This is an optimization exercise on Yosys and OpenROAD, whose aim is small area, not a production implementation. The RTL was checked by simulation tests, not by an equivalence proof against the original design. Power is estimated from default activity; no workload was simulated.

--- design.v ---
`default_nettype none
`timescale 1ns/1ns
module alu (
    input wire clk,
    input wire rst,
    input wire enable,
    input wire [7:0] operation,
    input wire [7:0] op1,
    input wire [7:0] op2,
	input wire cpu_carry,
    output wire [7:0] result_l,
    output wire [7:0] result_h,
    output wire carry,
    output wire zero,
    output wire sign
);
	reg [7:0] res_h;
	reg [7:0] res_l;
	reg ca;
	reg ze;
	reg si;
	assign carry = ca;
	assign zero = ze;
	assign sign = si;
	assign result_l = res_l;
	assign result_h = res_h;
	always @(posedge clk or posedge rst) begin
	    if (rst) begin
			res_h <= 0;
	        res_l <= 0;
	        ca <= 0;
	        ze <= 0;
	        si <= 0;
	    end else begin
			if (enable) begin
				res_h <= 0;
				case (operation[7])
					1'b1: begin  
						case (operation[6:1])
							6'b00_0100: begin  
								if ((op1 + op2 + cpu_carry) > 255) ca <= 1;
                        		res_l <= (op1 + op2 + cpu_carry);
							end
							6'b00_0101: begin  
								if ((op1 + op2 + cpu_carry) > 255) ca <= 1;
                        		res_l <= (op1 + op2 + cpu_carry);
							end
							6'b00_0110: begin  
								if ((op1 - op2) == 0) ze <= 1;
								if (op1 < op2) begin
									si <= 1;
									res_l <= (op2 - op1);
								end else begin
									res_l <= (op1 - op2);
								end
							end
							6'b00_0111: begin  
								if ((op1 - op2) == 0) ze <= 1;
								if (op1 < op2) begin
									si <= 1;
									res_l <= (op2 - op1);
								end else begin
									res_l <= (op1 - op2);
								end
							end
							6'b00_1000: begin  
								if ((op1 == 0) | (op2 == 0)) ze <= 1;
								{ res_h, res_l } <= (op1 * op2);
							end
							6'b00_1001: begin  
								if ((op1 == 0) | (op2 == 0)) ze <= 1;
								{ res_h, res_l } <= (op1 * op2);
							end
							6'b00_1010: begin  
								if ((op1 & op2) == 0) ze <= 1;
                        		res_l <= (op1 & op2);
							end
							6'b00_1011: begin  
								if ((op1 & op2) == 0) ze <= 1;
                        		res_l <= (op1 & op2);
							end
							6'b00_1100: begin  
								if ((op1 | op2) == 0) ze <= 1;
                        		res_l <= (op1 | op2);
							end
							6'b00_1101: begin  
								if ((op1 | op2) == 0) ze <= 1;
                        		res_l <= (op1 | op2);
							end
							6'b00_1110: begin  
								if ((op1 ^ op2) == 0) ze <= 1;
                        		res_l <= (op1 ^ op2);
							end
							6'b00_1111: begin  
								if ((op1 ^ op2) == 0) ze <= 1;
                        		res_l <= (op1 ^ op2);
							end
						endcase
					end
					1'b0: begin  
						if (operation[6:3] == 4'b1100) begin  
							res_l <= op1 | (8'b00000001 << operation[2:0]);
						end else if (operation[6:3] == 4'b1101) begin   
							if ((op1 & ~(8'b00000001 << operation[2:0])) == 8'b0000_0000) ze <= 1;
							res_l <= op1 & ~(8'b00000001 << operation[2:0]);
						end else begin
							case (operation)
								8'b0000_0001: begin  
									if (op1 == 8'h01) ze <= 1;
									if (op1 < 8'h01) begin
										si <= 1;
										res_l <= 8'h01;
									end else begin
										res_l <= (op1 - 1'b1);
									end
								end
								8'b0000_0010: begin  
									if (op1 == 8'hFF) begin
										ca <= 1;
										ze <= 1;
									end
									res_l <= (op1 + 1'b1);
								end
								8'b0000_0011: begin  
									if ((~op1) == 8'h00) ze <= 1;
									res_l <= ~op1;
								end
								8'b0000_0100: begin  
									ca <= 1;
								end
								8'b0000_0101: begin  
									ca <= 0;
								end
								8'b0000_0110: begin  
									if (op1 == 0) ze <= 1;
									res_l <= { op1[6:0], op1[7] };
								end
								8'b0000_0111: begin  
									if (op1 == 0) ze <= 1;
									res_l <= { op1[0], op1[7:1] };
								end
								8'b0000_1000: begin  
									if ({ op1[6:0], cpu_carry } == 0) ze <= 1;
									res_l <= { op1[6:0], cpu_carry };
									ca <= op1[7];
								end
								8'b0000_1001: begin  
									if ({ cpu_carry, op1[7:1] } == 0) ze <= 1;
									res_l <= { cpu_carry, op1[7:1] };
									ca <= op1[0];
								end
								8'b0000_1010: begin  
									if (op1 == 0) ze <= 1;
									res_l <= { op1[3:0], op1[7:4] };
								end
							endcase
						end
					end
            	endcase
			end
	    end
	end
endmodule
--- config.mk ---
export PLATFORM = sky130hd
export DESIGN_NAME = alu
export DESIGN_NICKNAME = alu
export VERILOG_FILES = /design/flow/design.v
export SDC_FILE = /design/flow/constraint.sdc
export NUM_CORES = 4
export LEC_CHECK = 0
export CAP_MARGIN = 20
export CORE_MARGIN = 2
export CORE_UTILIZATION = 40
export SLEW_MARGIN = 20
--- run.sh ---
#!/bin/bash
# synth_recipe.tcl (not shown) runs the flow's synth.tcl, then flattens the netlist and writes it again
# the make line also repeats each setting of config.mk as NAME=value (left out here)
make -C /OpenROAD-flow-scripts/flow DESIGN_CONFIG=/design/flow/config.mk WORK_HOME=/design/flow/orfs CLKGATE_MAP_FILE= SYNTH_SCRIPT=/design/flow/synth_recipe.tcl finish
--- constraint.sdc ---
create_clock -name core_clock -period 7.0 [get_ports {clk}]
set_input_delay 1.4000 -clock core_clock [delete_from_list [all_inputs] [get_ports {clk}]]
set_output_delay 1.4000 -clock core_clock [all_outputs]
set_load 0.01 [all_outputs]
==> run summary <==
## power groups by stage
stage	Clock, mW	Sequential, mW	Combinational, mW
6_report	0.124	0.133	0.767
5_1_grt	0.131	0.135	0.856
4_1_cts	0.126	0.133	0.760
3_5_place_dp	0	0.135	0.753
3_3_place_gp	0	0.134	0.747
2_1_floorplan	0	0.140	0.519
## layer usage
| layer | track usage | part of all wire |
|---|---|---|
| met1 | 0.386 | 0.42 |
| met2 | 0.453 | 0.45 |
| met3 | 0.0692 | 0.093 |
| met4 | 0.0898 | 0.035 |
| met5 | 0 | 0 |
## cell usage in the layout, fill, tap and decap left out, drive strengths merged, types with 18 or more instances in the layout
cell type	n
nor2	91
o21ai	32
fa	40
a21oi	36
ha	71
nand2	53
xnor2	21
dfrtp	19
inv	87
clkdlybuf4s50	46
nand3	18
nor3	18
## worst max-delay path: stages
cell	delay, ns
clkdlybuf4s50_1	0.49
clkinv_1	0.36
nor2_1	0.28
fa_1	0.49
fa_1	0.54
fa_1	0.54
inv_1	0.05
fa_1	0.54
inv_1	0.04
ha_1	0.24
or3_1	0.44
a211oi_1	0.46
o31ai_1	0.18
xnor2_1	0.19
o2bb2ai_1	0.09
## final cells by class
type	count	area [sq um]
fill	1345	7450
inverter	93	349
clock buffer	4	78.8
sequential	19	475
multi-input combinational	590	4670
timing repair buffer	61	573
tap	180	225
## registers in the layout, indices dropped and copies added (netlist names)
signal and cells:
si 1, ca 1, ze 1, res_h 8, res_l 8
## worst max-delay path by stage
stage,startpoint,to,depth (start not counted)
6_report,op1[2],res_h[4],15
2_1_floorplan,op1[1],res_h[7],16
4_1_cts,op1[2],res_h[7],16
3_5_place_dp,op1[2],res_h[7],16
3_3_place_gp,op1[2],res_h[7],16
5_1_grt,op1[2],res_h[7],16
## cell families (layout without fill, tap and decap cells)
logic type,Yosys count,in the layout,synth area share
compound gates,196,196,0.247
xor+xnor,26,26,0.0403
fa+ha+maj,111,111,0.299
buf+inv,126,158,0.0882
flops,19,19,0.0842
mux,10,10,0.0310
simple gates,247,247,0.210
==> summary.md <==
| Metric | Value |
|---|---|
| CP Launch Type | input port |
| Slew at the pin closest to its max-slew limit | 0.852 ns |
| Horiz. Die Dim | 123 um |
| Switching power summed over all nets | 512 uW |
| Final total power | 1.02 mW |
| Final hold viol count | 0 |
| Initial antenna violation count | 1 |
| Number of instances resized during post-cts repair | 0 |
| DR WL/cell | 21.9 um |
| Overflow left after global routing | 0 |
| GRT Overall Usage | 0.287 |
| Maximum vdd ir drop | 0.179 mV |
| Hold EP | si |
| Hold Startpoint | si |
| Count of TritonRoute iterations in the first routing pass | 8 |
| Floorplan die area | 15100 sq um |
| Most frequently used cell type in the post-synthesis netlist | nor2_1 |
| HPWL after DPL | 16300 um |
| Floorplan Core Area | 13800 sq um |
| Worst Slack Setup Final | 0.795 ns |
| Relative contribution of sequential cells to total power | 0.130 |
| Leakage power | 2.72 nW |
| RSZ-0062 raised after global routing | no |
| Final clock period utilization by the worst path | 0.886 |
| Placed insts | 943 |
| Proportion of register bits with asynchronous set or reset after synthesis | 1.00 |
| Number of enable-type register cells in the synthesized netlist | 0 |
| Placement Rows | 43 |
| Ratio of cells with drive above 1 in the final layout | 0.0522 |
| Int Pwr | 513 uW |
| Number of standard cells in the layout, taps in and fillers out | 947 |
| Cell chosen for the clock root | clkbuf_16 |
| Total of endpoints with negative setup slack in the final report | 0 |
| Avg Synthesized Cell Area | 7.68 sq um |
| Endpoint type of the worst setup path | flop |
| Register-to-register setup slack | 6.15 ns |
| End of the worst register-to-register path | ca |
| Number of global-route vias before repair | 5948 |
| Via total after detailed routing | 5870 |
| Pwr/cell area | 161 nW/um^2 |
| Share of the synthesized area in the top cell type | 0.157 |
| Setup slack after placement | 0.572 ns |
| Area of all placed cells without fillers | 6370 sq um |
| Level count of the clock H-tree | 1 |
| Final worst hold slack | 0.471 ns |
| Result of the run | finished clean |
| Bufs on Longest Clock Path | 2 |
| Depth of the worst register-to-register path | 2 |
| Number of I/O port buffers | 46 |
| Synth top area cells | ha_1 (16%), fa_1 (14%), dfrtp_1 (8.4%) |
| Net count after synthesis | 874 |
| Pins Over Slew Limit | 0 |
| Worst min path class | flop to flop |
| Post-Synthesis Cells | 735 |
| Synth unique cells | 77 |
| Sequential element share of the synthesized area | 0.0842 |
| Clock-pin slew reported for the worst setup and hold paths after clock tree synthesis | 0.05 ns |
| Net total in the final layout | 907 |
| Most frequent cells after synthesis | nor2_1 (91), inv_1 (83), ha_1 (71), nand2_1 (52), fa_1 (40) |
| Number of design-rule violations left by the first detailed-router iteration | 729 |
| Global-route wire length before repair | 33100 um |
| Min cycle time layout | 6.21 ns |
| Number of stages on the worst hold path | 1 |
| Number of ports placed on the die boundary | 47 |
| Synthesis-to-finish area growth | 12.9% |
| Number of buffers added by the clock tree synthesis step | 3 |
| Flip-flop and latch count after synthesis | 19 |
| Maximum net fanout on the critical path | 11 |
| Clock Power Share | 0.121 |
| Hold-fix buffers, CTS | 0 |
| Area after detailed placement | 6300 sq um |
| Routability congestion estimate | 1.02 |
| Netlist area before placement | 5650 sq um |
| Clock network latency to the later pin of the worst-skew pair | 0.26 ns |
| Number of nets with antenna violations after detailed routing | 0 |
| Ratio of routed vias to standard cells | 6.20 |
| Crit Path Class | input port to flop |
| Post-CTS Repair Setup Buffers | 0 |
| Final setup TNS | 0 ns |
| Post-Route WL | 20700 um |
| Max-capacitance violation count | 0 |
| Biggest area consumer among synthesized cells | ha_1 |
| Combinational Power Share | 0.749 |
| Critical Path AT | 6.33 ns |
| Sinks on Clock Net | 19 |
| Number of warnings printed during yosys synthesis | 1 |
| WP data required | 7.13 ns |
| Startpoint of the worst-slack reg-to-reg timing path | ca |
| Final core utilization | 0.461 |
| # DRC | 0 |
| Share of total power consumed by net switching | 0.499 |
| Leading register cell type out of synthesis | dfrtp_1 |
| Vertical die dimension | 123 um |
| Count of inserted antenna diode cells | 0 |
| Initial cell density of the core | 0.408 |
| Slew Limit Headroom | 0.428 |
| Clock tree from TritonCTS | done |
| Pin count of the biggest net entering global routing | 43 |
| Final Skew | 0 ns |
| Highest Clock Rate | 161 MHz |

==> separate check: timing with driven ports <==
In the flow no input, the clock included, has a driving cell. The finished layout below was timed again as built, in two steps. Step 1 sets driving cells, clkbuf_16 on the clock port and buf_2 on the other inputs (assumed; they add their load-dependent delay and slew). Step 2 moves the port delays by t, midway between the first and last clock arrival at a register: inputs arrive t later, outputs are due t later. That takes back most of the time a late clock gives input paths. Three values: ideal ports, drivers, drivers and shift; two values: the first two.
t (ns): 0.301
slack for setup (ns): 0.795 / 0.810 / 0.509
worst setup path after step 2: input to register
worst slew at a driven data input, ns: 0.06
After both steps this run still meets setup and hold. The setup slack of this run moves by +0.015 ns with the drivers and by -0.286 ns with both steps.
